This design comes from an exercise in tuning for small area on the open sky130 flow, not from production work.
The RTL was checked by simulation tests, not by an equivalence proof against the original design.
The flow treats the clock pin as an ideal source, which a real chip does not have.
Power is estimated from default activity; no workload was simulated.

===== design.v =====
`timescale 1ns / 1ps
module TIA(A, Din, Dout, CS_n, CS, R_W_n, RDY, MASTERCLK, BUS_EN, idump_in,
           Ilatch, HSYNC, HBLANK, VSYNC, VBLANK, COLOROUT, RES_n, audv0, audv1);
   input [5:0]  A;
   input [7:0]  Din;
   output [7:0] Dout;
   input [2:0]  CS_n;
   input        CS;
   input        R_W_n;
   output       RDY;
   input        MASTERCLK;
   input        BUS_EN;
   input [1:0]  Ilatch;
   input [3:0]  idump_in;
   output       HSYNC, HBLANK;
   output       VSYNC, VBLANK;
   output [7:0] COLOROUT;
   input        RES_n;
   output [3:0] audv0, audv1;
   wire       sel  = CS & ~(|CS_n);
   wire [6:0] op   = {R_W_n, A};
   wire       bsel = RES_n & BUS_EN & sel;       
   wire       E1   = RES_n & BUS_EN;             
   wire       E0   = RES_n & ~BUS_EN;            
   wire       bns  = E1 & ~sel;                  
   wire w_vsync  = bsel & (op == 7'h00);
   wire w_vblank = bsel & (op == 7'h01);
   wire w_nusiz0 = bsel & (op == 7'h04);
   wire w_nusiz1 = bsel & (op == 7'h05);
   wire w_colup0 = bsel & (op == 7'h06);
   wire w_colup1 = bsel & (op == 7'h07);
   wire w_colupf = bsel & (op == 7'h08);
   wire w_colubk = bsel & (op == 7'h09);
   wire w_ctrlpf = bsel & (op == 7'h0A);
   wire w_refp0  = bsel & (op == 7'h0B);
   wire w_refp1  = bsel & (op == 7'h0C);
   wire w_pf0    = bsel & (op == 7'h0D);
   wire w_pf1    = bsel & (op == 7'h0E);
   wire w_pf2    = bsel & (op == 7'h0F);
   wire w_resp0  = bsel & (op == 7'h10);
   wire w_resp1  = bsel & (op == 7'h11);
   wire w_resm0  = bsel & (op == 7'h12);
   wire w_resm1  = bsel & (op == 7'h13);
   wire w_resbl  = bsel & (op == 7'h14);
   wire w_audv0  = bsel & (op == 7'h19);
   wire w_audv1  = bsel & (op == 7'h1A);
   wire w_grp0   = bsel & (op == 7'h1B);
   wire w_grp1   = bsel & (op == 7'h1C);
   wire w_enam0  = bsel & (op == 7'h1D);
   wire w_enam1  = bsel & (op == 7'h1E);
   wire w_enabl  = bsel & (op == 7'h1F);
   wire w_hmp0   = bsel & (op == 7'h20);
   wire w_hmp1   = bsel & (op == 7'h21);
   wire w_hmm0   = bsel & (op == 7'h22);
   wire w_hmm1   = bsel & (op == 7'h23);
   wire w_hmbl   = bsel & (op == 7'h24);
   wire w_vdelp0 = bsel & (op == 7'h25);
   wire w_vdelp1 = bsel & (op == 7'h26);
   wire w_vdelbl = bsel & (op == 7'h27);
   wire w_resmp0 = bsel & (op == 7'h28);
   wire w_resmp1 = bsel & (op == 7'h29);
   wire w_hmove  = bsel & (op == 7'h2A);
   wire w_hmclr  = bsel & (op == 7'h2B);
   wire w_wsync  = bsel & (op == 7'h02);
   wire w_pf     = w_pf0 | w_pf1 | w_pf2;
   wire h_vsync  = RES_n & ~w_vsync;
   wire h_vblank = RES_n & ~w_vblank;
   wire h_nusiz0 = RES_n & ~w_nusiz0;
   wire h_nusiz1 = RES_n & ~w_nusiz1;
   wire h_colup0 = RES_n & ~w_colup0;
   wire h_colup1 = RES_n & ~w_colup1;
   wire h_colupf = RES_n & ~w_colupf;
   wire h_colubk = RES_n & ~w_colubk;
   wire h_ctrlpf = RES_n & ~w_ctrlpf;
   wire h_refp0  = RES_n & ~w_refp0;
   wire h_refp1  = RES_n & ~w_refp1;
   wire h_audv0  = RES_n & ~w_audv0;
   wire h_audv1  = RES_n & ~w_audv1;
   wire h_grp0   = RES_n & ~w_grp0;
   wire h_grp1   = RES_n & ~w_grp1;
   wire h_enam0  = RES_n & ~w_enam0;
   wire h_enam1  = RES_n & ~w_enam1;
   wire h_enabl  = RES_n & ~w_enabl;
   wire h_hmp0   = RES_n & ~w_hmp0 & ~w_hmclr;
   wire h_hmp1   = RES_n & ~w_hmp1 & ~w_hmclr;
   wire h_hmm0   = RES_n & ~w_hmm0 & ~w_hmclr;
   wire h_hmm1   = RES_n & ~w_hmm1 & ~w_hmclr;
   wire h_hmbl   = RES_n & ~w_hmbl & ~w_hmclr;
   wire h_vdelp0 = RES_n & ~w_vdelp0;
   wire h_vdelp1 = RES_n & ~w_vdelp1;
   wire h_vdelbl = RES_n & ~w_vdelbl;
   wire h_resmp0 = RES_n & ~w_resmp0;
   wire h_resmp1 = RES_n & ~w_resmp1;
   wire h_pf     = RES_n & ~w_pf;
   function automatic [6:0] inc7(input [6:0] x);
      integer i;
      reg c;
      begin
         c = 1'b1;
         for (i = 0; i < 7; i = i + 1) begin
            inc7[i] = x[i] ^ c;
            c = c & x[i];
         end
      end
   endfunction
   function automatic [7:0] hsub(input [7:0] p, input [3:0] m);
      integer i;
      reg c;
      reg [7:0] b;
      begin
         b = ~{{4{m[3]}}, m};
         c = 1'b1;
         for (i = 0; i < 8; i = i + 1) begin
            hsub[i] = p[i] ^ b[i] ^ c;
            c = (p[i] & b[i]) | (c & (p[i] ^ b[i]));
         end
      end
   endfunction
   reg [7:0] hc;
   reg [3:0] hCountReset;
   wire      hb = hc[7] & (hc[6] | hc[5]);       
   wire [6:0] hcu = inc7(hc[7:1]);
   wire [7:0] hc2 = {hcu, hc[0]};
   wire [7:0] hc1 = hc[0] ? {hcu, 1'b0} : {hc[7:1], 1'b1};
   wire      hwrap = hCountReset[3] | (hc == 8'd159);
   always @(posedge MASTERCLK) begin
      hc <= (~RES_n | hwrap) ? 8'd188 : hc1;
      hCountReset[3:1] <= {3{RES_n}} & hCountReset[2:0];
   end
   assign HSYNC  = (hc[7:4] == 4'b1101);         
   assign HBLANK = hb;
   wire [7:0] pn = hb ? 8'd227 : hc;
   reg       VSYNC, VBLANK, inputLatchEnabled, inputDumpEnabled;
   reg [4:0] player0Size, player1Size;
   reg [7:0] player0Color, player1Color, pfColor, bgColor;
   reg       pfReflect, pfColorCtrl, prioCtrl;
   reg [1:0] ballSize;
   reg       player0Reflect, player1Reflect;
   reg [3:0] audv0, audv1;
   reg [7:0] player0Graphic, player1Graphic, R_player0Graphic, R_player1Graphic;
   reg       missile0Enable, missile1Enable, ballEnable, R_ballEnable;
   reg [3:0] player0Motion, player1Motion, missile0Motion, missile1Motion, ballMotion;
   reg       player0VertDelay, player1VertDelay, ballVertDelay;
   reg       missile0Lock, missile1Lock;
   wire [7:0] Dr = {Din[0], Din[1], Din[2], Din[3], Din[4], Din[5], Din[6], Din[7]};
   always @(posedge MASTERCLK) begin
      VSYNC            <= (w_vsync  & Din[1]) | (h_vsync  & VSYNC);
      VBLANK           <= (w_vblank & Din[1]) | (h_vblank & VBLANK);
      inputLatchEnabled<= (w_vblank & Din[6]) | (h_vblank & inputLatchEnabled);
      inputDumpEnabled <= (w_vblank & Din[7]) | (h_vblank & inputDumpEnabled);
      player0Size  <= ({5{w_nusiz0}} & {Din[5:4], Din[2:0]}) | ({5{h_nusiz0}} & player0Size);
      player1Size  <= ({5{w_nusiz1}} & {Din[5:4], Din[2:0]}) | ({5{h_nusiz1}} & player1Size);
      player0Color <= ({8{w_colup0}} & Din) | ({8{h_colup0}} & player0Color);
      player1Color <= ({8{w_colup1}} & Din) | ({8{h_colup1}} & player1Color);
      pfColor      <= ({8{w_colupf}} & Din) | ({8{h_colupf}} & pfColor);
      bgColor      <= ({8{w_colubk}} & Din) | ({8{h_colubk}} & bgColor);
      pfReflect    <= (w_ctrlpf & Din[0]) | (h_ctrlpf & pfReflect);
      pfColorCtrl  <= (w_ctrlpf & Din[1]) | (h_ctrlpf & pfColorCtrl);
      prioCtrl     <= (w_ctrlpf & Din[2]) | (h_ctrlpf & prioCtrl);
      ballSize     <= ({2{w_ctrlpf}} & Din[5:4]) | ({2{h_ctrlpf}} & ballSize);
      player0Reflect <= (w_refp0 & Din[3]) | (h_refp0 & player0Reflect);
      player1Reflect <= (w_refp1 & Din[3]) | (h_refp1 & player1Reflect);
      audv0 <= ({4{w_audv0}} & Din[3:0]) | ({4{h_audv0}} & audv0);
      audv1 <= ({4{w_audv1}} & Din[3:0]) | ({4{h_audv1}} & audv1);
      player0Graphic   <= ({8{w_grp0}} & Dr) | ({8{h_grp0}} & player0Graphic);
      player1Graphic   <= ({8{w_grp1}} & Dr) | ({8{h_grp1}} & player1Graphic);
      R_player1Graphic <= ({8{w_grp0}} & player1Graphic) | ({8{h_grp0}} & R_player1Graphic);
      R_player0Graphic <= ({8{w_grp1}} & player0Graphic) | ({8{h_grp1}} & R_player0Graphic);
      R_ballEnable     <= (w_grp1 & ballEnable) | (h_grp1 & R_ballEnable);
      missile0Enable <= (w_enam0 & Din[1]) | (h_enam0 & missile0Enable);
      missile1Enable <= (w_enam1 & Din[1]) | (h_enam1 & missile1Enable);
      ballEnable     <= (w_enabl & Din[1]) | (h_enabl & ballEnable);
      player0Motion  <= ({4{w_hmp0}} & Din[7:4]) | ({4{h_hmp0}} & player0Motion);
      player1Motion  <= ({4{w_hmp1}} & Din[7:4]) | ({4{h_hmp1}} & player1Motion);
      missile0Motion <= ({4{w_hmm0}} & Din[7:4]) | ({4{h_hmm0}} & missile0Motion);
      missile1Motion <= ({4{w_hmm1}} & Din[7:4]) | ({4{h_hmm1}} & missile1Motion);
      ballMotion     <= ({4{w_hmbl}} & Din[7:4]) | ({4{h_hmbl}} & ballMotion);
      player0VertDelay <= (w_vdelp0 & Din[0]) | (h_vdelp0 & player0VertDelay);
      player1VertDelay <= (w_vdelp1 & Din[0]) | (h_vdelp1 & player1VertDelay);
      ballVertDelay    <= (w_vdelbl & Din[0]) | (h_vdelbl & ballVertDelay);
      missile0Lock <= (w_resmp0 & Din[1]) | (h_resmp0 & missile0Lock);
      missile1Lock <= (w_resmp1 & Din[1]) | (h_resmp1 & missile1Lock);
   end
   reg [19:0] pfGraphic;
   reg [7:0]  pfPend;         
   reg [1:0]  pfWhich;        
   wire u_pf0 = E1 & (pfWhich == 2'd1);
   wire u_pf1 = E1 & (pfWhich == 2'd2);
   wire u_pf2 = E1 & (pfWhich == 2'd3);
   wire k_pf0 = RES_n & ~u_pf0;
   wire k_pf1 = RES_n & ~u_pf1;
   wire k_pf2 = RES_n & ~u_pf2;
   wire [7:0] pfPendR = {pfPend[0], pfPend[1], pfPend[2], pfPend[3],
                         pfPend[4], pfPend[5], pfPend[6], pfPend[7]};
   always @(posedge MASTERCLK) begin
      pfPend  <= ({8{w_pf}} & Din) | ({8{h_pf}} & pfPend);
      pfWhich <= ({2{E1}} & {w_pf1 | w_pf2, w_pf0 | w_pf2}) | ({2{E0}} & pfWhich);
      pfGraphic[3:0]   <= ({4{u_pf0}} & pfPend[7:4]) | ({4{k_pf0}} & pfGraphic[3:0]);
      pfGraphic[11:4]  <= ({8{u_pf1}} & pfPendR)     | ({8{k_pf1}} & pfGraphic[11:4]);
      pfGraphic[19:12] <= ({8{u_pf2}} & pfPend)      | ({8{k_pf2}} & pfGraphic[19:12]);
   end
   reg [7:0] player0Pos, player1Pos, missile0Pos, missile1Pos, ballPos;
   reg [7:0] r1_player0Pos, r2_player0Pos, r3_player0Pos, r_player0Pos;
   reg [7:0] r1_player1Pos, r2_player1Pos, r3_player1Pos, r_player1Pos;
   reg [7:0] player0Gfx_2clk;
   wire [7:0] p0m = hsub(player0Pos,  player0Motion);
   wire [7:0] p1m = hsub(player1Pos,  player1Motion);
   wire [7:0] m0m = hsub(missile0Pos, missile0Motion);
   wire [7:0] m1m = hsub(missile1Pos, missile1Motion);
   wire [7:0] blm = hsub(ballPos,     ballMotion);
   wire       blwrap = blm[7] & blm[6] & blm[5] &
                       (blm[4] | blm[3] | blm[2] | (blm[1] & blm[0]));    
   wire [7:0] resP  = hb ? 8'd0 : hc2;
   wire [7:0] resM  = hb ? 8'd228 : hc1;
   wire [7:0] resBL = hb ? hc2 : hc;
   wire h_p0 = RES_n & ~w_resp0 & ~w_hmove;
   wire h_p1 = RES_n & ~w_resp1 & ~w_hmove;
   wire h_m0 = RES_n & ~w_resm0 & ~w_hmove;
   wire h_m1 = RES_n & ~w_resm1 & ~w_hmove;
   wire h_bl = RES_n & ~w_resbl & ~w_hmove;
   wire w_hmbl_nw = w_hmove & ~blwrap;
   always @(posedge MASTERCLK) begin
      player0Pos  <= ({8{w_resp0}} & resP)  | ({8{w_hmove}} & p0m) | ({8{h_p0}} & player0Pos);
      player1Pos  <= ({8{w_resp1}} & resP)  | ({8{w_hmove}} & p1m) | ({8{h_p1}} & player1Pos);
      missile0Pos <= ({8{w_resm0}} & resM)  | ({8{w_hmove}} & m0m) | ({8{h_m0}} & missile0Pos);
      missile1Pos <= ({8{w_resm1}} & resM)  | ({8{w_hmove}} & m1m) | ({8{h_m1}} & missile1Pos);
      ballPos     <= ({8{w_resbl}} & resBL) | ({8{w_hmbl_nw}} & blm) | ({8{h_bl}} & ballPos);
      r1_player0Pos <= ({8{E1}} & player0Pos)    | ({8{E0}} & r1_player0Pos);
      r2_player0Pos <= ({8{E1}} & r1_player0Pos) | ({8{E0}} & r2_player0Pos);
      r3_player0Pos <= ({8{E1}} & r2_player0Pos) | ({8{E0}} & r3_player0Pos);
      r_player0Pos  <= ({8{E1}} & r3_player0Pos) | ({8{E0}} & r_player0Pos);
      r1_player1Pos <= ({8{E1}} & player1Pos)    | ({8{E0}} & r1_player1Pos);
      r2_player1Pos <= ({8{E1}} & r1_player1Pos) | ({8{E0}} & r2_player1Pos);
      r3_player1Pos <= ({8{E1}} & r2_player1Pos) | ({8{E0}} & r3_player1Pos);
      r_player1Pos  <= ({8{E1}} & r3_player1Pos) | ({8{E0}} & r_player1Pos);
      player0Gfx_2clk <= ({8{E1}} & player0Graphic) | ({8{E0}} & player0Gfx_2clk);
   end
   reg inputLatchReset, collisionLatchReset, wSyncReset, wSync;
   reg pl0Reset, pl1Reset, HBLANKdelay;
   reg [1:0] latchedInputs;
   reg [1:0] Dout_hi;
   always @(posedge MASTERCLK) begin
      inputLatchReset     <= (w_vblank & Din[6] & ~inputLatchEnabled) | (E0 & inputLatchReset);
      collisionLatchReset <= (bsel & (op == 7'h2C)) | (E0 & collisionLatchReset);
      hCountReset[0]      <= (bsel & (op == 7'h03)) | (E0 & hCountReset[0]);
      wSyncReset          <= (w_wsync & ~wSync) | (E0 & wSyncReset);
      if (~RES_n | (hc == 8'd191))                        
         wSync <= 1'b0;
      else if (wSyncReset & ~((hc[7:2] == 6'b101111) | (hc[7:1] == 7'b1100000)))    
         wSync <= 1'b1;
      pl0Reset <= w_resp0 | (pl0Reset & RES_n & ~w_wsync & ~(bns & hb));
      pl1Reset <= w_resp1 | (pl1Reset & RES_n & ~w_wsync & ~(bns & hb));
      HBLANKdelay <= (w_hmove & hb) |
                     (HBLANKdelay & RES_n & ~(bns & ~hb & ((hc[7:3] != 5'd0) | (hc[2:0] == 3'd7))));
      latchedInputs <= {2{~RES_n | inputLatchReset}} | (latchedInputs & Ilatch);
   end
   assign RDY = ~wSync;
   wire [5:0] pp = hc[7:2];                        
   wire       pfLeft = ~pp[5] & (~pp[4] | (~pp[3] & ~pp[2]));
   reg  [4:0] pi;
   integer j;
   always @* begin
      pi = 5'd0;
      for (j = 0; j < 40; j = j + 1)
         if (pp == j)
            pi = (j < 20) ? j : (pfReflect ? (39 - j) : (j - 20));
   end
   wire [31:0] pfExt = {12'd0, pfGraphic};
   wire       pfPixelOn = ~hb & pfExt[pi];
   wire pl0PixelOn, pl1PixelOn, mis0Out, mis1Out, ballOut;
   wire [7:0] pl0Gfx = player0VertDelay ? R_player0Graphic : player0Gfx_2clk;
   wire [7:0] pl1Gfx = player1VertDelay ? R_player1Graphic : player1Graphic;
   tia_obj #(.PLAYER(1)) objpl0 (.pn(pn), .pos(r_player0Pos), .size(player0Size[2:0]),
      .gfx(pl0Gfx), .refl(player0Reflect), .msz(2'd0), .plReset(pl0Reset), .on(pl0PixelOn));
   tia_obj #(.PLAYER(1)) objpl1 (.pn(pn), .pos(r_player1Pos), .size(player1Size[2:0]),
      .gfx(pl1Gfx), .refl(player1Reflect), .msz(2'd0), .plReset(pl1Reset), .on(pl1PixelOn));
   tia_obj #(.PLAYER(0)) objm0 (.pn(pn), .pos(missile0Lock ? player0Pos : missile0Pos),
      .size(player0Size[2:0]), .gfx(8'd0), .refl(1'b0), .msz(player0Size[4:3]),
      .plReset(1'b0), .on(mis0Out));
   tia_obj #(.PLAYER(0)) objm1 (.pn(pn), .pos(missile1Lock ? player1Pos : missile1Pos),
      .size(player1Size[2:0]), .gfx(8'd0), .refl(1'b0), .msz(player1Size[4:3]),
      .plReset(1'b0), .on(mis1Out));
   tia_obj #(.PLAYER(0)) objbl (.pn(pn), .pos(ballPos), .size(3'd0), .gfx(8'd0),
      .refl(1'b0), .msz(ballSize), .plReset(1'b0), .on(ballOut));
   wire mis0PixelOn = mis0Out & missile0Enable;
   wire mis1PixelOn = mis1Out & missile1Enable;
   wire ballPixelOn = ballOut & (ballVertDelay ? R_ballEnable : ballEnable);
   wire o0 = pl0PixelOn | mis0PixelOn;
   wire o1 = pl1PixelOn | mis1PixelOn;
   wire vis   = ~(hb | HBLANKdelay);
   wire pfsel = prioCtrl ? pfPixelOn : (~o0 & ~ballPixelOn & ~o1 & pfPixelOn);
   wire blsel = prioCtrl ? (~pfPixelOn & ballPixelOn) : (~o0 & ballPixelOn);
   wire o0sel = prioCtrl ? (~pfPixelOn & ~ballPixelOn & o0) : o0;
   wire o1sel = ~o0 & ~ballPixelOn & o1 & ~(prioCtrl & pfPixelOn);
   wire s_c0  = vis & (o0sel | (pfsel & pfColorCtrl & pfLeft));
   wire s_c1  = vis & (o1sel | (pfsel & pfColorCtrl & ~pfLeft));
   wire s_pf  = vis & (blsel | (pfsel & ~pfColorCtrl));
   wire s_bk  = vis & ~(o0 | o1 | pfPixelOn | ballPixelOn);
   assign COLOROUT = ({8{s_c0}} & player0Color) | ({8{s_c1}} & player1Color) |
                     ({8{s_pf}} & pfColor) | ({8{s_bk}} & bgColor);
   reg [14:0] collisionLatch;
   wire [14:0] collisions = {pl0PixelOn & pl1PixelOn, mis0PixelOn & mis1PixelOn,
                             ballPixelOn & pfPixelOn,
                             mis1PixelOn & pfPixelOn, mis1PixelOn & ballPixelOn,
                             mis0PixelOn & pfPixelOn, mis0PixelOn & ballPixelOn,
                             pl1PixelOn & pfPixelOn, pl1PixelOn & ballPixelOn,
                             pl0PixelOn & pfPixelOn, pl0PixelOn & ballPixelOn,
                             mis1PixelOn & pl0PixelOn, mis1PixelOn & pl1PixelOn,
                             mis0PixelOn & pl1PixelOn, mis0PixelOn & pl0PixelOn};
   wire cl_keep = RES_n & ~collisionLatchReset;
   always @(posedge MASTERCLK)
      collisionLatch <= {15{cl_keep}} & (collisionLatch | collisions);
   wire [3:0] Idump = inputDumpEnabled ? 4'b0000 : idump_in;
   wire [1:0] latchedInputsValue = inputLatchEnabled ? latchedInputs : Ilatch;
   wire rdx = bsel & op[6] & op[5] & op[4];      
   wire [15:0] ra;
   genvar ga;
   generate for (ga = 0; ga < 16; ga = ga + 1) begin : g_ra
      assign ra[ga] = (op[3:0] == ga);
   end endgenerate
   wire [1:0] rd = {(ra[0] & collisionLatch[1]) | (ra[1] & collisionLatch[3]) |
                    (ra[2] & collisionLatch[5]) | (ra[3] & collisionLatch[7]) |
                    (ra[4] & collisionLatch[9]) | (ra[5] & collisionLatch[11]) |
                    (ra[6] & collisionLatch[12]) | (ra[7] & collisionLatch[14]) |
                    (ra[8] & Idump[0]) | (ra[9] & Idump[1]) | (ra[10] & Idump[2]) |
                    (ra[11] & Idump[3]) | (ra[12] & latchedInputsValue[0]) |
                    (ra[13] & latchedInputsValue[1]),
                    (ra[0] & collisionLatch[0]) | (ra[1] & collisionLatch[2]) |
                    (ra[2] & collisionLatch[4]) | (ra[3] & collisionLatch[6]) |
                    (ra[4] & collisionLatch[8]) | (ra[5] & collisionLatch[10]) |
                    (ra[7] & collisionLatch[13])};
   wire rd_hold = ~op[6] & (~op[5] | ~op[4] & (~(op[3] & op[2]) | (op[1:0] == 2'b00)));
   wire d_keep = E0 | (bsel & rd_hold);
   always @(posedge MASTERCLK)
      Dout_hi <= ({2{rdx}} & rd) | ({2{d_keep}} & Dout_hi);
   assign Dout = {Dout_hi, 6'd0};
endmodule
module tia_obj(pn, pos, size, gfx, refl, msz, plReset, on);
   parameter PLAYER = 1;
   input [7:0] pn, pos, gfx;
   input [2:0] size;
   input       refl;
   input [1:0] msz;
   input       plReset;
   output      on;
   reg [7:0] idx;
   reg       after;
   integer i;
   always @* begin
      after = 1'b0;
      for (i = 0; i < 8; i = i + 1) begin
         idx[i] = pn[i] ^ ~pos[i] ^ after;
         after  = (pn[i] & ~pos[i]) | (after & (pn[i] ^ ~pos[i]));
      end
   end
   wire [4:0] k = idx[7:3];
   reg [8:0] pat;
   always @* begin
      case (size)
        3'd0: pat = 9'b000000001;
        3'd1: pat = 9'b000000101;
        3'd2: pat = 9'b000010001;
        3'd3: pat = 9'b000010101;
        3'd4: pat = 9'b010000001;
        3'd5: pat = 9'b000000011;
        3'd6: pat = 9'b100010001;
        default: pat = 9'b000001111;
      endcase
      pat[0] = pat[0] & ~plReset;
   end
   wire [15:0] patExt = {7'd0, pat};
   wire copyOn = ~k[4] & patExt[k[3:0]];
   reg [2:0] s;
   always @* begin
      case (size)
        3'd5: s = idx[3:1];
        3'd7: s = idx[4:2];
        default: s = idx[2:0];
      endcase
   end
   wire maskOn;
   generate
      if (PLAYER) begin : g_pl
         assign maskOn = gfx[s ^ {3{refl}}];
      end else begin : g_ms
         assign maskOn = (msz == 2'd3) | ((msz == 2'd2) & ~s[2]) |
                         ((msz == 2'd1) & ~s[2] & ~s[1]) | (s == 3'd0);
      end
   endgenerate
   assign on = after & copyOn & maskOn;
endmodule

===== flow/run.sh =====
#!/bin/bash
# Own layout flow:
#  1. the standard synthesis;
#  2. an area-oriented re-mapping of the combinational logic only: every flip-flop
#     instance of the standard synthesis is kept as it is (name and cell type), as
#     are the adder cells and tie cells;
set -euo pipefail
W=$(pwd)
PLAT=${FLOW_PLATFORM:-sky130hd}
R=$W/orfs/results/$PLAT/TIA/base
LIB=$FLOW_HOME/platforms/$PLAT/lib/sky130_fd_sc_hd__tt_025C_1v80.lib
YOSYS=$FLOW_HOME/../tools/install/yosys/bin/yosys
[[ -x $YOSYS ]] || YOSYS=yosys
OPENROAD=$FLOW_HOME/../tools/install/OpenROAD/bin/openroad
[[ -x $OPENROAD ]] || OPENROAD=openroad

# 1. standard synthesis
bash standard.sh synth > $W/log_1_standard_synth.txt 2>&1
cp $R/1_2_yosys.v $W/synth_standard.v

# 2. re-map combinational logic
{
  echo "read_liberty -ignore_miss_func -ignore_miss_dir $LIB"
  echo "read_verilog $W/synth_standard.v"
  echo "hierarchy -top $FLOW_TOP"
  for c in $(grep -oE "sky130_fd_sc_hd__[a-z0-9_]+" $W/synth_standard.v | sort -u | grep -E "df|dl|edf|sdf|conb|__fa_"); do
    echo "blackbox $c"
  done
  echo "flatten"
  echo "opt_clean -purge"
  echo "opt -purge"
  echo "abc -script $W/flow/area.abc -liberty $LIB -dont_use sky130_fd_sc_hd__probe_p_8 -dont_use sky130_fd_sc_hd__probec_p_8 -dont_use sky130_fd_sc_hd__lpflow_* -dont_use sky130_fd_sc_hd__o22ai_* -dont_use sky130_fd_sc_hd__o21ai_*"
  echo "opt_clean -purge"
  echo "hilomap -singleton -hicell sky130_fd_sc_hd__conb_1 HI -locell sky130_fd_sc_hd__conb_1 LO"
  echo "opt_clean -purge"
  echo "stat -liberty $LIB"
  echo "write_verilog -noattr -nohex -nodec $W/synth_remap.v"
} > $W/remap.ys
$YOSYS -s $W/remap.ys > $W/log_2_remap.txt 2>&1
cp $W/synth_remap.v $R/1_2_yosys.v
rm -f $R/1_synth.odb $R/1_synth.sdc

# 3. standard floorplan and placement; ports get the smallest buffer
export BUFFER_PORTS_ARGS="-buffer_cell sky130_fd_sc_hd__buf_1"
bash standard.sh place > $W/log_3_standard_place.txt 2>&1

# 4. pick the clock tree: among trial trees on the placed design, the smallest one
#    whose worst flip-flop clock pin slew (placement parasitics) is under 115 ps
CTS_BASE="-sink_clustering_enable -repair_clock_nets -dont_use_dummy_load -buf_list sky130_fd_sc_hd__clkbuf_8 -root_buf sky130_fd_sc_hd__clkbuf_8"
PICK=""; BEST=""
for cfg in "24 80" "20 80" "20 60" "18 70" "18 60" "16 80" "16 60" "14 60" "12 50" "10 40"; do
  set -- $cfg
  ARGS="$CTS_BASE -sink_clustering_size $1 -sink_clustering_max_diameter $2"
  OUT=$(CTSA="$ARGS" P=$R LIB=$LIB $OPENROAD -no_init -exit $W/flow/cts_try.tcl 2>&1 | tee -a $W/log_4_cts_try.txt)
  S=$(echo "$OUT" | sed -n 's/^CTS_SLEW //p'); A=$(echo "$OUT" | sed -n 's/^CTS_AREA //p')
  echo "cfg $cfg slew $S area $A" >> $W/log_4_cts_try.txt
  if [[ -n "$S" && -n "$A" ]] && python3 -c "import sys; sys.exit(0 if float('$S') <= 0.115 and ('$BEST' == '' or float('$A') < float('${BEST:-0}')) else 1)"; then
    PICK="$ARGS"; BEST="$A"
  fi
done
[[ -n "$PICK" ]] || PICK="-sink_clustering_enable -repair_clock_nets -dont_use_dummy_load"
echo "picked: $PICK (area $BEST)" >> $W/log_4_cts_try.txt
export CTS_ARGS="$PICK"

# 5. standard CTS, routing and finish
bash standard.sh finish > $W/log_5_standard_finish.txt 2>&1

===== flow/area.abc =====
strash
dc2
dc2
dch -f
amap -m -F 3 -A 10 -C 1000

===== flow/cts_try.tcl =====
# Trial clock tree on the placed design (not saved): prints the worst flip-flop clock pin slew.
set P $::env(P)
read_db $P/3_place.odb
read_liberty $::env(LIB)
read_sdc $P/3_place.sdc
source $::env(FLOW_HOME)/platforms/$::env(FLOW_PLATFORM)/setRC.tcl
proc cell_area {} {
  set a 0
  foreach inst [[ord::get_db_block] getInsts] {
    set m [$inst getMaster]
    set a [expr {$a + [$m getWidth] * [$m getHeight] / 1e6}]
  }
  return $a
}
set a0 [cell_area]
clock_tree_synthesis {*}$::env(CTSA)
set a1 [cell_area]
set_propagated_clock [all_clocks]
estimate_parasitics -placement
set worst 0
foreach p [get_pins -hierarchical */CLK] {
  foreach k {slew_max_rise slew_max_fall} {
    set s [get_property $p $k]
    if {$s > $worst} { set worst $s }
  }
}
puts "CTS_SLEW $worst"
puts "CTS_AREA [expr {$a1 - $a0}]"

===== standard.sh =====
#!/bin/bash
# synth_recipe.tcl (not shown) runs the flow's synth.tcl, then flattens the netlist and writes it again
# the make line also repeats each setting of config.mk as NAME=value (left out here)
make -C /OpenROAD-flow-scripts/flow DESIGN_CONFIG=/design/flow/config.mk WORK_HOME=/design/flow/orfs CLKGATE_MAP_FILE= SYNTH_SCRIPT=/design/flow/synth_recipe.tcl "${@:-finish}"

===== config.mk =====
export PLATFORM = sky130hd
export DESIGN_NAME = TIA
export DESIGN_NICKNAME = TIA
export VERILOG_FILES = /design/flow/design.v
export SDC_FILE = /design/flow/constraint.sdc
export NUM_CORES = 4
export LEC_CHECK = 0
export ABC_AREA = 1
export CAP_MARGIN = 10
export CORE_MARGIN = 2
export CORE_UTILIZATION = 40
export GPL_TIMING_DRIVEN = 0
export PLACE_DENSITY = 0.6
export SLEW_MARGIN = 10

===== constraint.sdc =====
create_clock -name core_clock -period 12.0 [get_ports {MASTERCLK}]
set_input_delay 2.4000 -clock core_clock [delete_from_list [all_inputs] [get_ports {MASTERCLK}]]
set_output_delay 2.4000 -clock core_clock [all_outputs]
set_load 0.01 [all_outputs]

==> results by group, run 1 <==
Timing
  • Unrepaired setup endpoints after global routing: no
  • Final min period: 11.29 ns
  • Skew final: ~0.032 ns
  • Tcrit/Tclk final: 94.1%
  • Worst Tran Pin Value: 1.40 ns
  • Final Max Slew Viols: 0
  • Final setup violation count: 0
  • Slew margin rel.: approximately 7.0%
  • Fmax: 88.6 MHz
  • Final hold violation count: 0
  • Fin Hold WS: between 0.4 and 0.5 ns

Layout
  • Number of flip-flops in the largest register: 20
  • Area growth, synth to finish: 9.44%
  • Fill cell count: 3,125
  • Diode count: 0
  • Multi-input combinational cell area: 0.00665 mm^2
  • Most frequent cells in the layout: dfxtp_1, a22o_1, clkinv_1
  • Nets: between 1,500 and 2,000
  • Fraction of layout cells with a size suffix above 1: 3.16%
  • Sequential cell area: 0.00605 mm^2
  • Most common cell after layout, fill and taps aside: dfxtp_1
  • Non-Filler Instances: 1,864
  • Top reg by flops: pfGraphic
  • Top Registers: pfGraphic: 20 flops, collisionLatch: 15 flops
  • Fin area: 0.0145 mm^2

Logic synthesis
  • Syn Inst Count: 1,337
  • Warnings from Yosys: 3
  • Post-Synthesis Cell Area: 0.0133 mm^2
  • Syn Area/Cell: 9.94 um^2

Floorplan
  • Die H: 186 um
  • Rows: 66
  • Num ports: 57
  • Die ar.: 0.0347 mm^2
  • Die width: 186 um
  • Initial Util: ~41%
  • Core area: 0.0326 mm^2

CTS
  • Number of buffers created by CTS: 23
  • Clk Latency, worst-skew pair: 0.57 ns
  • Post_cts resized: 0
  • CTS tree: built
  • Worst-path clk slew: 0.10 ns
  • Clk sinks: roughly 300
  • Hold_buf cts: 0
  • Post-CTS Setup Bufs: 0

Setup path
  • Crit-path max FO: 16
  • WS Path Type: flop to primary output
  • CP Capture Type: primary output
  • CP Launch Type: flop
  • Logic depth of the worst register-to-register path: 19
  • Worst Path Required: ~9.6 ns
  • CP Data Arrival Time: 8.89 ns

Detailed routing
  • WL/cell: between 20 and 25 um
  • Antenna viol nets, final: 0
  • Vias per cell: a little under 6
  • Initial DRC count: ~1,100
  • 1st-pass router iterations: 7
  • Final WL: 37.9 mm
  • Vias: 10,900
  • Post-route DRC: 0

Placed design
  • Dpl cells: 1,841
  • Post-DP Area: 0.0142 mm^2
  • Post-DP HPWL: between 20 and 30 mm
  • Port-buffer cells: 50
  • Gp weighted congestion: 0.899

GRT
  • Vias in the first global route: 10,200
  • Total gr overflow: 0
  • GRT Util Overall: 22.1%
  • Grt met2 use: between 30% and 40%
  • Global routing usage on met3: under 10%
  • Initial antenna violation count: 0
  • Busiest layer in global routing: met2
  • Global-route wire length before repair: about 60 mm
  • M1 GR Usage: 32.0%
  • Largest net degree at the start of global routing: 51

Power
  • Switching Share: 25.2%
  • Max VDD drop: about 0.068 mV
  • Total power: 1.61 mW
  • Power Density: 110 mW/mm^2
  • Clk pwr share: roughly 31%
  • Comb pwr share: 6.8%
  • Internal power: 1.20 mW
  • Psw: 405 uW
  • Sequential share of power: a little over three fifths
  • Lkg Pwr: 5.04 nW

Status
  • Outcome: complete, no violations

Hold path
  • Hold depth: 1
  • HP Class: flop to flop

Flow run
  • Max cap viols: 0
==> metal layers <==
layer	vias up	routed length, um	share of wire, %
met3	59	2130	5.6
met5	-	0	0
met1	5304	17700	47
met4	0	1060	2.8
li1	5159	-	-
met2	354	17000	45
==> critical path: stages (launching register included) <==
cell      delay [ns]
dfxtp_1         0.62
clkinv_1        0.39
a21oi_2         0.16
nor2_1          0.96
fa_1            0.34
clkinv_1        0.09
fa_1            0.42
fa_1            0.43
fa_1            0.40
clkinv_1        0.07
fa_1            0.18
clkinv_1        0.09
fa_1            0.55
nor2b_1         0.06
a222oi_1        0.32
a21oi_1         0.11
or4b_1          0.51
a311oi_1        0.95
nor2_1          0.28
nand3_1         0.17
nand2_1         0.09
nand3_1         0.12
o32ai_1         0.25
a222oi_1        0.46
a21oi_1         0.13
buf_1           0.16
==> cell type report <==
cell class,instances,area share [%]
multi-input combinational,862,45.8
sequential,302,41.6
inverter,178,4.60
tap,442,3.80
clock buffer,23,2.18
timing repair buffer,57,2.08
==> through the flow <==
step           utilization (%)  setup WS, ns  TNS [ns]
2_1_floorplan                -          2.40         0
3_3_place_gp              43.1        -0.539     -3.73
3_5_place_dp              43.5          1.10         0
4_1_cts                   44.5         0.451         0
5_1_grt                   44.6         0.239         0
6_report                  44.6         0.714         0
==> final timing paths <==
kind | from | slack, ns | to
setup reg to reg | hc[7] | 4.98 | collisionLatch[3]
setup / recovery | hc[7] | 0.71 | COLOROUT[2]
hold reg to reg | hCountReset[2] | 0.46 | hCountReset[3]
hold / removal | hCountReset[2] | 0.46 | hCountReset[3]
==> power groups by stage <==
stage / Clock, mW / Combinational (mW) / Sequential (mW)
finish: 0.490 / 0.110 / 1.01
global route: 0.539 / 0.119 / 1.01
CTS: 0.506 / 0.108 / 1.01
detailed placement: 0 / 0.108 / 1.03
global placement: 0 / 0.103 / 1.03
floorplan: 0 / 0.0603 / 1.03
==> run 2: changes to the inputs <==
--- a/design.v
+++ b/design.v
@@ -118,2 +118,6 @@
    endfunction
+   reg [7:0] r1_player0Pos, r2_player0Pos, r3_player0Pos, r_player0Pos;
+   reg [7:0] r1_player1Pos, r2_player1Pos, r3_player1Pos, r_player1Pos;
+   reg [7:0] player0Gfx_2clk;
+   wire [7:0] player0Graphic;
    reg [7:0] hc;
@@ -139,3 +143,3 @@
    reg [3:0] audv0, audv1;
-   reg [7:0] player0Graphic, player1Graphic, R_player0Graphic, R_player1Graphic;
+   reg [7:0] player1Graphic, R_player0Graphic, R_player1Graphic;
    reg       missile0Enable, missile1Enable, ballEnable, R_ballEnable;
@@ -164,3 +168,2 @@
       audv1 <= ({4{w_audv1}} & Din[3:0]) | ({4{h_audv1}} & audv1);
-      player0Graphic   <= ({8{w_grp0}} & Dr) | ({8{h_grp0}} & player0Graphic);
       player1Graphic   <= ({8{w_grp1}} & Dr) | ({8{h_grp1}} & player1Graphic);
@@ -183,8 +186,14 @@
    end
+   localparam LO_NONE = 3'd0, LO_PF0 = 3'd1, LO_PF1 = 3'd2, LO_PF2 = 3'd3,
+              LO_GRP0 = 3'd4, LO_RESP0 = 3'd5, LO_RESP1 = 3'd6, LO_HMOVE = 3'd7;
+   reg [2:0]  lastOp;
+   reg [7:0]  pend;
    reg [19:0] pfGraphic;
-   reg [7:0]  pfPend;         
-   reg [1:0]  pfWhich;        
-   wire u_pf0 = E1 & (pfWhich == 2'd1);
-   wire u_pf1 = E1 & (pfWhich == 2'd2);
-   wire u_pf2 = E1 & (pfWhich == 2'd3);
+   wire lo_grp0  = (lastOp == LO_GRP0);
+   wire lo_resp0 = (lastOp == LO_RESP0);
+   wire lo_resp1 = (lastOp == LO_RESP1);
+   wire lo_hmove = (lastOp == LO_HMOVE);
+   wire u_pf0 = E1 & (lastOp == LO_PF0);
+   wire u_pf1 = E1 & (lastOp == LO_PF1);
+   wire u_pf2 = E1 & (lastOp == LO_PF2);
    wire k_pf0 = RES_n & ~u_pf0;
@@ -192,17 +201,22 @@
    wire k_pf2 = RES_n & ~u_pf2;
-   wire [7:0] pfPendR = {pfPend[0], pfPend[1], pfPend[2], pfPend[3],
-                         pfPend[4], pfPend[5], pfPend[6], pfPend[7]};
+   wire [7:0] pendR = {pend[0], pend[1], pend[2], pend[3],
+                       pend[4], pend[5], pend[6], pend[7]};
+   assign player0Graphic = lo_grp0 ? pendR : player0Gfx_2clk;
+   wire [7:0] resP  = hb ? 8'd0 : hc2;
+   wire       w_resp = w_resp0 | w_resp1;
+   wire [2:0] opCode = {w_grp0 | w_resp0 | w_resp1 | w_hmove,
+                        w_pf1 | w_pf2 | w_resp1 | w_hmove,
+                        w_pf0 | w_pf2 | w_resp0 | w_hmove};
    always @(posedge MASTERCLK) begin
-      pfPend  <= ({8{w_pf}} & Din) | ({8{h_pf}} & pfPend);
-      pfWhich <= ({2{E1}} & {w_pf1 | w_pf2, w_pf0 | w_pf2}) | ({2{E0}} & pfWhich);
-      pfGraphic[3:0]   <= ({4{u_pf0}} & pfPend[7:4]) | ({4{k_pf0}} & pfGraphic[3:0]);
-      pfGraphic[11:4]  <= ({8{u_pf1}} & pfPendR)     | ({8{k_pf1}} & pfGraphic[11:4]);
-      pfGraphic[19:12] <= ({8{u_pf2}} & pfPend)      | ({8{k_pf2}} & pfGraphic[19:12]);
+      lastOp <= ({3{E1}} & opCode) | ({3{E0}} & lastOp);
+      pend   <= ({8{E1}} & (w_resp ? resP : Din)) | ({8{E0}} & pend);
+      pfGraphic[3:0]   <= ({4{u_pf0}} & pend[7:4]) | ({4{k_pf0}} & pfGraphic[3:0]);
+      pfGraphic[11:4]  <= ({8{u_pf1}} & pendR)     | ({8{k_pf1}} & pfGraphic[11:4]);
+      pfGraphic[19:12] <= ({8{u_pf2}} & pend)      | ({8{k_pf2}} & pfGraphic[19:12]);
    end
-   reg [7:0] player0Pos, player1Pos, missile0Pos, missile1Pos, ballPos;
-   reg [7:0] r1_player0Pos, r2_player0Pos, r3_player0Pos, r_player0Pos;
-   reg [7:0] r1_player1Pos, r2_player1Pos, r3_player1Pos, r_player1Pos;
-   reg [7:0] player0Gfx_2clk;
-   wire [7:0] p0m = hsub(player0Pos,  player0Motion);
-   wire [7:0] p1m = hsub(player1Pos,  player1Motion);
+   reg [7:0] missile0Pos, missile1Pos, ballPos;
+   wire [7:0] p0m = hsub(r1_player0Pos, player0Motion);
+   wire [7:0] p1m = hsub(r1_player1Pos, player1Motion);
+   wire [7:0] player0Pos = lo_resp0 ? pend : lo_hmove ? p0m : r1_player0Pos;
+   wire [7:0] player1Pos = lo_resp1 ? pend : lo_hmove ? p1m : r1_player1Pos;
    wire [7:0] m0m = hsub(missile0Pos, missile0Motion);
@@ -212,7 +226,4 @@
                        (blm[4] | blm[3] | blm[2] | (blm[1] & blm[0]));    
-   wire [7:0] resP  = hb ? 8'd0 : hc2;
    wire [7:0] resM  = hb ? 8'd228 : hc1;
    wire [7:0] resBL = hb ? hc2 : hc;
-   wire h_p0 = RES_n & ~w_resp0 & ~w_hmove;
-   wire h_p1 = RES_n & ~w_resp1 & ~w_hmove;
    wire h_m0 = RES_n & ~w_resm0 & ~w_hmove;
@@ -222,4 +233,2 @@
    always @(posedge MASTERCLK) begin
-      player0Pos  <= ({8{w_resp0}} & resP)  | ({8{w_hmove}} & p0m) | ({8{h_p0}} & player0Pos);
-      player1Pos  <= ({8{w_resp1}} & resP)  | ({8{w_hmove}} & p1m) | ({8{h_p1}} & player1Pos);
       missile0Pos <= ({8{w_resm0}} & resM)  | ({8{w_hmove}} & m0m) | ({8{h_m0}} & missile0Pos);
--- a/flow/run.sh
+++ b/flow/run.sh
@@ -47,17 +47,21 @@
 # 4. pick the clock tree: among trial trees on the placed design, the smallest one
-#    whose worst flip-flop clock pin slew (placement parasitics) is under 115 ps
+#    whose worst flip-flop clock pin slew (placement parasitics) is under a limit
 CTS_BASE="-sink_clustering_enable -repair_clock_nets -dont_use_dummy_load -buf_list sky130_fd_sc_hd__clkbuf_8 -root_buf sky130_fd_sc_hd__clkbuf_8"
-PICK=""; BEST=""
-for cfg in "24 80" "20 80" "20 60" "18 70" "18 60" "16 80" "16 60" "14 60" "12 50" "10 40"; do
-  set -- $cfg
-  ARGS="$CTS_BASE -sink_clustering_size $1 -sink_clustering_max_diameter $2"
-  OUT=$(CTSA="$ARGS" P=$R LIB=$LIB $OPENROAD -no_init -exit $W/flow/cts_try.tcl 2>&1 | tee -a $W/log_4_cts_try.txt)
-  S=$(echo "$OUT" | sed -n 's/^CTS_SLEW //p'); A=$(echo "$OUT" | sed -n 's/^CTS_AREA //p')
-  echo "cfg $cfg slew $S area $A" >> $W/log_4_cts_try.txt
-  if [[ -n "$S" && -n "$A" ]] && python3 -c "import sys; sys.exit(0 if float('$S') <= 0.115 and ('$BEST' == '' or float('$A') < float('${BEST:-0}')) else 1)"; then
-    PICK="$ARGS"; BEST="$A"
-  fi
-done
-[[ -n "$PICK" ]] || PICK="-sink_clustering_enable -repair_clock_nets -dont_use_dummy_load"
-echo "picked: $PICK (area $BEST)" >> $W/log_4_cts_try.txt
+pick_cts() {
+  local LIMIT=$1 cfg ARGS OUT S A
+  PICK=""; BEST=""
+  for cfg in "24 80" "20 80" "20 60" "18 70" "18 60" "16 80" "16 60" "14 60" "12 50" "10 40" "8 30"; do
+    set -- $cfg
+    ARGS="$CTS_BASE -sink_clustering_size $1 -sink_clustering_max_diameter $2"
+    OUT=$(CTSA="$ARGS" P=$R LIB=$LIB $OPENROAD -no_init -exit $W/flow/cts_try.tcl 2>&1 | tee -a $W/log_4_cts_try.txt)
+    S=$(echo "$OUT" | sed -n 's/^CTS_SLEW //p'); A=$(echo "$OUT" | sed -n 's/^CTS_AREA //p')
+    echo "limit $LIMIT cfg $cfg slew $S area $A" >> $W/log_4_cts_try.txt
+    if [[ -n "$S" && -n "$A" ]] && python3 -c "import sys; sys.exit(0 if float('$S') <= $LIMIT and ('$BEST' == '' or float('$A') < float('${BEST:-0}')) else 1)"; then
+      PICK="$ARGS"; BEST="$A"
+    fi
+  done
+  [[ -n "$PICK" ]] || PICK="-sink_clustering_enable -repair_clock_nets -dont_use_dummy_load"
+  echo "picked (limit $LIMIT): $PICK (area $BEST)" >> $W/log_4_cts_try.txt
+}
+pick_cts 0.115
 export CTS_ARGS="$PICK"
@@ -66 +70,10 @@
 bash standard.sh finish > $W/log_5_standard_finish.txt 2>&1
+
+FS=$(P=$R LIB=$LIB $OPENROAD -no_init -exit $W/flow/final_slew.tcl 2>&1 | tee $W/log_6_final_slew.txt | sed -n 's/^FINAL_SLEW //p')
+if [[ -z "$FS" ]] || python3 -c "import sys; sys.exit(0 if float('$FS') > 0.120 else 1)"; then
+  rm -f $R/4_* $R/5_* $R/6_* $W/out/final.def
+  pick_cts 0.095
+  export CTS_ARGS="$PICK"
+  bash standard.sh finish > $W/log_7_standard_finish_retry.txt 2>&1
+  P=$R LIB=$LIB $OPENROAD -no_init -exit $W/flow/final_slew.tcl > $W/log_8_final_slew_retry.txt 2>&1 || true
+fi
==> flow/final_slew.tcl (new file) <==
# Worst flip-flop clock pin slew of the routed layout, with its extracted parasitics.
set P $::env(P)
read_db $P/6_final.odb
read_liberty $::env(LIB)
read_sdc $P/6_final.sdc
read_spef $P/6_final.spef
set_propagated_clock [all_clocks]
set worst 0
foreach p [get_pins -hierarchical */CLK] {
  foreach k {slew_max_rise slew_max_fall} {
    set s [get_property $p $k]
    if {$s > $worst} { set worst $s }
  }
}
puts "FINAL_SLEW $worst"
==> results by group, run 2 <==
Placed design
  • Port-buffer cells: 50
  • Gp weighted congestion: 0.930
  • Dpl ws: -0.150 ns
  • Dpl cells: 1,866
  • Post-DP HPWL: 28.5 mm

GRT
  • Total gr overflow: 0
  • Vias in the first global route: between 10,000 and 15,000
  • GRT Util Overall: between 20 and 25%
  • Initial antenna violation count: 0
  • Largest net degree at the start of global routing: between 50 and 60
  • Global-route wire length before repair: 61.2 mm

Layout
  • Number of flip-flops in the largest register: 20
  • Most frequent cells in the layout: dfxtp_1, a22o_1, clkinv_1
  • Fraction of layout cells with a size suffix above 1: approximately 3.8%
  • Most common cell after layout, fill and taps aside: dfxtp_1
  • Non-Filler Instances: 1,898
  • Top Registers: pfGraphic: 20 flops, collisionLatch: 15 flops
  • Nets: 1,551
  • Fill cell count: 3,235
  • Area growth, synth to finish: 10.6%
  • Top reg by flops: pfGraphic
  • Diode count: 0

Timing
  • Slack of the critical path: ~0.50 ns
  • Final hold violation count: 0
  • Unrepaired setup endpoints after global routing: no
  • Tcrit/Tclk final: 95.8%
  • Fmax: 87.0 MHz
  • Final Max Slew Viols: 0
  • Worst Tran Pin Value: 1.36 ns
  • Final setup violation count: 0
  • Setup TNS Final: 0 ns
  • Final min period: 11.50 ns
  • Slew margin rel.: a little under a tenth
  • Skew final: around 0.084 ns

Detailed routing
  • 1st-pass router iterations: 6
  • Antenna viol nets, final: 0
  • Final WL: between 30 and 40 mm
  • Post-route DRC: 0
  • Vias per cell: around 6
  • Vias: 11,100
  • Initial DRC count: roughly 820
  • WL/cell: 20.8 um

Logic synthesis
  • Syn Inst Count: approximately 1,400
  • Warnings from Yosys: 3
  • Syn Area/Cell: ~9.5 um^2
  • Post-Synthesis Cell Area: 0.0130 mm^2

Setup path
  • CP max-delay cell: o32ai_1
  • Worst reg2reg path startpoint: lastOp[0]
  • Worst Path Required: around 9.6 ns
  • CP Data Arrival Time: 9.10 ns
  • WS Path Type: flop to primary output
  • Critical path launch point: lastOp[0]
  • CP Launch Type: flop
  • CP Capture Type: primary output
  • Largest stage delay on the critical path: approximately 1.1 ns
  • Crit-path max FO: 10
  • Critical Path Most Common Cell: fa_1

Power
  • Internal power: 1.19 mW
  • Lkg Pwr: 4.91 nW
  • Max VDD drop: 0.0836 mV
  • Sequential share of power: 58.3%
  • Switching Share: between 20% and 30%
  • Power Density: 111 mW/mm^2
  • Psw: slightly above 400 uW
  • Clk pwr share: 33.9%
  • Comb pwr share: 7.7%

CTS
  • Clk Latency, worst-skew pair: 0.62 ns
  • Hold_buf cts: 0
  • Clk sinks: 279
  • Number of buffers created by CTS: 31
  • CTS tree: built
  • Worst-path clk slew: 0.08 ns

Status
  • Outcome: complete, no violations

Floorplan
  • Initial Util: 40.3%
  • Die H: 184 um
  • Die width: 184 um
  • Num ports: 57
  • Die ar.: 0.0340 mm^2
  • Rows: 66
  • Core area: 0.0323 mm^2

Hold path
  • HP Class: flop to flop
  • Hold wc startpoint: hCountReset[2]

Flow run
  • Max cap viols: 0
[run 2: metal layers]
layer  wire (um)  GRT usage, %
met3        2200          2.94
met5           0             0
met4        1110          6.34
met2       17600          36.7
met1       18500          33.3
[run 2: power by group through the flow]
stage          sequential [mW]  combinational [mW]  clock (mW)
3_3_place_gp             0.957               0.117           0
5_1_grt                  0.936               0.134       0.592
2_1_floorplan            0.954              0.0696           0
3_5_place_dp             0.957               0.121           0
4_1_cts                  0.935               0.122       0.555
6_report                 0.936               0.124       0.544
[run 2: what timing repair did]
item,CTS,global route
endpoints found under the setup margin,8,8
buffers inserted,0,0
gates cloned,0,1
resized for setup,2,2
[run 2: path summary, 6_finish.rpt]
kind              slack [ns]  cells past startpoint                 to
setup reg to reg        5.08                     23  collisionLatch[3]
hold reg to reg         0.45                      1     hCountReset[3]
setup / recovery        0.50                     26        COLOROUT[6]
hold / removal          0.45                      1     hCountReset[3]
[run 2: layout make-up]
| cell class | count | area, um^2 | share of cell area [%] |
|---|---|---|---|
| Multi-Input combinational cell | 901 | 6820 | 47.4 |
| Tap cell | 442 | 553 | 3.84 |
| Timing Repair Buffer | 56 | 297 | 2.06 |
| Timing Repair inverter | 1 | 5.00 | 0.0348 |
| Inverter | 188 | 711 | 4.94 |
| Clock buffer | 31 | 427 | 2.96 |
| Sequential cell | 279 | 5590 | 38.8 |
[run 2: critical path, delay by kind of cell (launching register included)]
family	cells	cell delay, ns
flip-flops	1	0.41
buffers and inverters	7	1.20
adder cells (fa/ha/maj)	7	2.63
AND/OR/NAND/NOR	6	2.04
AO/OA/AOI/OAI	5	1.88
multiplexers	1	0.26
[run 2: per-stage QoR]
stage / hold WS [ns] / area [um^2] / total power [mW] / utilization, %
5_1_grt: 0.472 / 14400 / 1.66 / 44.6
6_report: 0.448 / 14400 / 1.60 / 44.6
4_1_cts: 0.455 / 14400 / 1.61 / 44.5
2_1_floorplan: 0.399 / 13000 / 1.02 / -
3_3_place_gp: 0.438 / 13800 / 1.07 / 42.7
3_5_place_dp: 0.434 / 13900 / 1.08 / 43.1
==> run 3: changes to the inputs <==
--- a/flow/run.sh
+++ b/flow/run.sh
@@ -71,9 +71,15 @@
 
-FS=$(P=$R LIB=$LIB $OPENROAD -no_init -exit $W/flow/final_slew.tcl 2>&1 | tee $W/log_6_final_slew.txt | sed -n 's/^FINAL_SLEW //p')
-if [[ -z "$FS" ]] || python3 -c "import sys; sys.exit(0 if float('$FS') > 0.120 else 1)"; then
+n=0
+for LIM in 0.105 0.090; do
+  FS=$(P=$R LIB=$LIB $OPENROAD -no_init -exit $W/flow/final_slew.tcl 2>&1 | tee -a $W/log_6_final_slew.txt | sed -n 's/^FINAL_SLEW //p')
+  echo "final slew $FS" >> $W/log_6_final_slew.txt
+  if [[ -n "$FS" ]] && python3 -c "import sys; sys.exit(0 if float('$FS') <= 0.120 else 1)"; then
+    break
+  fi
+  n=$((n + 1))
   rm -f $R/4_* $R/5_* $R/6_* $W/out/final.def
-  pick_cts 0.095
+  pick_cts $LIM
   export CTS_ARGS="$PICK"
-  bash standard.sh finish > $W/log_7_standard_finish_retry.txt 2>&1
-  P=$R LIB=$LIB $OPENROAD -no_init -exit $W/flow/final_slew.tcl > $W/log_8_final_slew_retry.txt 2>&1 || true
-fi
+  bash standard.sh finish > $W/log_7_standard_finish_retry$n.txt 2>&1
+done
+P=$R LIB=$LIB $OPENROAD -no_init -exit $W/flow/final_slew.tcl >> $W/log_6_final_slew.txt 2>&1 || true
==> results by group, run 3 <==
GRT
  • Largest net degree at the start of global routing: 53
  • Grt met2 use: a little under two fifths
  • Global-route wire length before repair: 60.9 mm
  • Total gr overflow: 0
  • Initial antenna violation count: 0
  • Global routing usage on met3: 2.75%
  • GRT Util Overall: 23.2%
  • Vias in the first global route: 10,500
  • Busiest layer in global routing: met2
  • M1 GR Usage: 33.3%

Placed design
  • Post-DP HPWL: 28.5 mm
  • Dpl ws: -0.150 ns
  • Port-buffer cells: 50
  • Gp weighted congestion: 0.930

Setup path
  • Critical path launch point: lastOp[0]
  • Logic depth of the worst register-to-register path: 23
  • WS Path Type: flop to primary output
  • Crit-path max FO: 10
  • Worst reg2reg path startpoint: lastOp[0]
  • CP Data Arrival Time: 9.10 ns
  • CP Launch Type: flop
  • CP Capture Type: primary output
  • Worst Path Required: approximately 9.6 ns

CTS
  • CTS tree: built
  • Post-CTS Setup Bufs: 0
  • Hold_buf cts: 0
  • Worst-path clk slew: 0.10 ns
  • Clk Latency, worst-skew pair: 0.60 ns
  • Number of buffers created by CTS: 25
  • Clk sinks: roughly 280

Power
  • Lkg Pwr: 4.87 nW
  • Power Density: 109 mW/mm^2
  • Max VDD drop: 0.0687 mV
  • Total power: 1.55 mW

Timing
  • Final min period: between 10 and 15 ns
  • Unrepaired setup endpoints after global routing: no
  • Final hold violation count: 0
  • Worst Tran Pin Value: 1.37 ns
  • Skew final: 0.0727 ns
  • Final setup violation count: 0
  • Fmax: 86.9 MHz
  • Tcrit/Tclk final: 95.8%
  • Setup TNS Final: 0 ns
  • Final Max Slew Viols: 0
  • Slew margin rel.: under 10%
  • Slack of the critical path: 0.499 ns

Detailed routing
  • Antenna viol nets, final: 0
  • 1st-pass router iterations: 8
  • Final WL: a little under 40 mm
  • Vias per cell: between 5 and 6
  • Post-route DRC: 0
  • WL/cell: 20.9 um
  • Initial DRC count: about 1,000
  • Vias: 11,100

Floorplan
  • Rows: 66
  • Die width: roughly 180 um
  • Num ports: 57
  • Die ar.: around 0.034 mm^2
  • Core area: 0.0323 mm^2
  • Die H: 184 um
  • Initial Util: 40.3%

Layout
  • Number of flip-flops in the largest register: 20
  • Area growth, synth to finish: 9.96%
  • Most frequent cells in the layout: dfxtp_1, a22o_1, clkinv_1
  • Diode count: 0
  • Post-Route Utilization: 44.3%
  • Fraction of layout cells with a size suffix above 1: between 3 and 4%
  • Most common cell after layout, fill and taps aside: dfxtp_1
  • Top reg by flops: pfGraphic
  • Top Registers: pfGraphic: 20 flops, collisionLatch: 15 flops
  • Nets: between 1,500 and 2,000

Logic synthesis
  • Syn Area/Cell: roughly 9.5 um^2
  • Post-Synthesis Cell Area: between 0.01 and 0.015 mm^2
  • Syn Inst Count: roughly 1,400
  • Warnings from Yosys: 3

Hold path
  • Hold wc startpoint: hCountReset[2]
  • HP Class: flop to flop
  • Hold depth: 1

Flow run
  • Max cap viols: 0

Status
  • Outcome: complete, no violations
run 3: cell types whose count changed in the layout (fill, tap and decap cells not counted):
cell      change
clkbuf_8      -6
run 3: final cells by class:
class / instances / area [um^2]
Fill cell: 3228 / 18000
Sequential cell: 279 / 5590
Clock buffer: 25 / 344
Inverter: 188 / 711
Multi-Input combinational cell: 901 / 6820
Tap cell: 442 / 553
Timing Repair inverter: 1 / 5.00
Timing Repair Buffer: 56 / 297
run 3: power by group:
part	internal, mW	switching [mW]	total (mW)
Sequential	0.929	0.00652	0.935
Combinational	0.0313	0.0927	0.124
Clock	0.186	0.309	0.495
run 3: path summary, 6_finish.rpt:
kind	endpoint	slack [ns]
max	COLOROUT[6]	0.50
min	hCountReset[3]	0.45
max reg2reg	collisionLatch[2]	5.08
min reg2reg	hCountReset[3]	0.45
run 3: metal layers:
| layer | vias to the layer above | share of wire [%] |
|---|---|---|
| met1 | 5515 | 47 |
| li1 | 5235 | - |
| met4 | 0 | 2.6 |
| met3 | 64 | 5.1 |
| met2 | 301 | 45 |
| met5 | - | 0 |
run 3: per-stage QoR:
stage,hold WS (ns),cells,area (um^2)
floorplan,0.399,1368,13000
global placement,0.438,1860,13800
detailed placement,0.434,1866,13900
CTS,0.458,1891,14300
global route,0.474,1892,14300
finish,0.454,1892,14300
run 3: critical path, cell delays in order, from the launching register on:
cell and delay (ns):
dfxtp_1 0.42, clkinv_1 0.23, nor3_4 0.60, clkinvlp_4 0.44, nor2_1 0.21, o2bb2ai_1 0.08, mux2i_1 0.26, a22o_1 0.22
nor2_1 0.06, clkinv_1 0.10, fa_1 0.17, clkinv_1 0.09, fa_1 0.45, fa_1 0.46, fa_1 0.43, clkinv_1 0.07
fa_1 0.17, clkinv_1 0.09, fa_1 0.45, fa_1 0.50, nand3b_1 0.19, nor4_2 0.84, nor2_1 0.15, o32ai_1 1.09
a222oi_1 0.21, a21oi_1 0.29, buf_1 0.18
run 3: timing repair:
item,4_1_cts,5_1_grt
gates resized for setup,2,2
gates cloned,0,1
setup endpoints to repair,8,8

## what the ideal ports hide
The flow's constraints put no driver on any port. The routed layouts listed below were extracted and timed again, unchanged, in two steps. Step 1 sets driving cells, clkbuf_16 on the clock port and buf_2 on the other inputs (assumed; they add their load-dependent delay and slew). Step 2 also shifts input and output timing later by t, the mid clock arrival at the registers, as if the neighbouring blocks saw the same clock. Three values: no drivers, after step 1, after step 2; two values: the first two.
| run | shift t [ns] | slack for setup (ns) | worst setup path at the end | slew at the worst register clock pin (ns) | worst data-port slew with drivers (ns) |
|---|---|---|---|---|---|
| run 1 | 0.592 | 0.714 / 0.666 / 1.257 | register to output | 0.11 / 0.11 | 0.03 |
| run 2 | 0.631 | 0.502 / 0.450 / 1.081 | register to output | 0.09 / 0.09 | 0.05 |
| run 3 | 0.619 | 0.499 / 0.447 / 1.066 | register to output | 0.10 / 0.10 | 0.05 |
After both steps setup and hold are still met in every run listed.
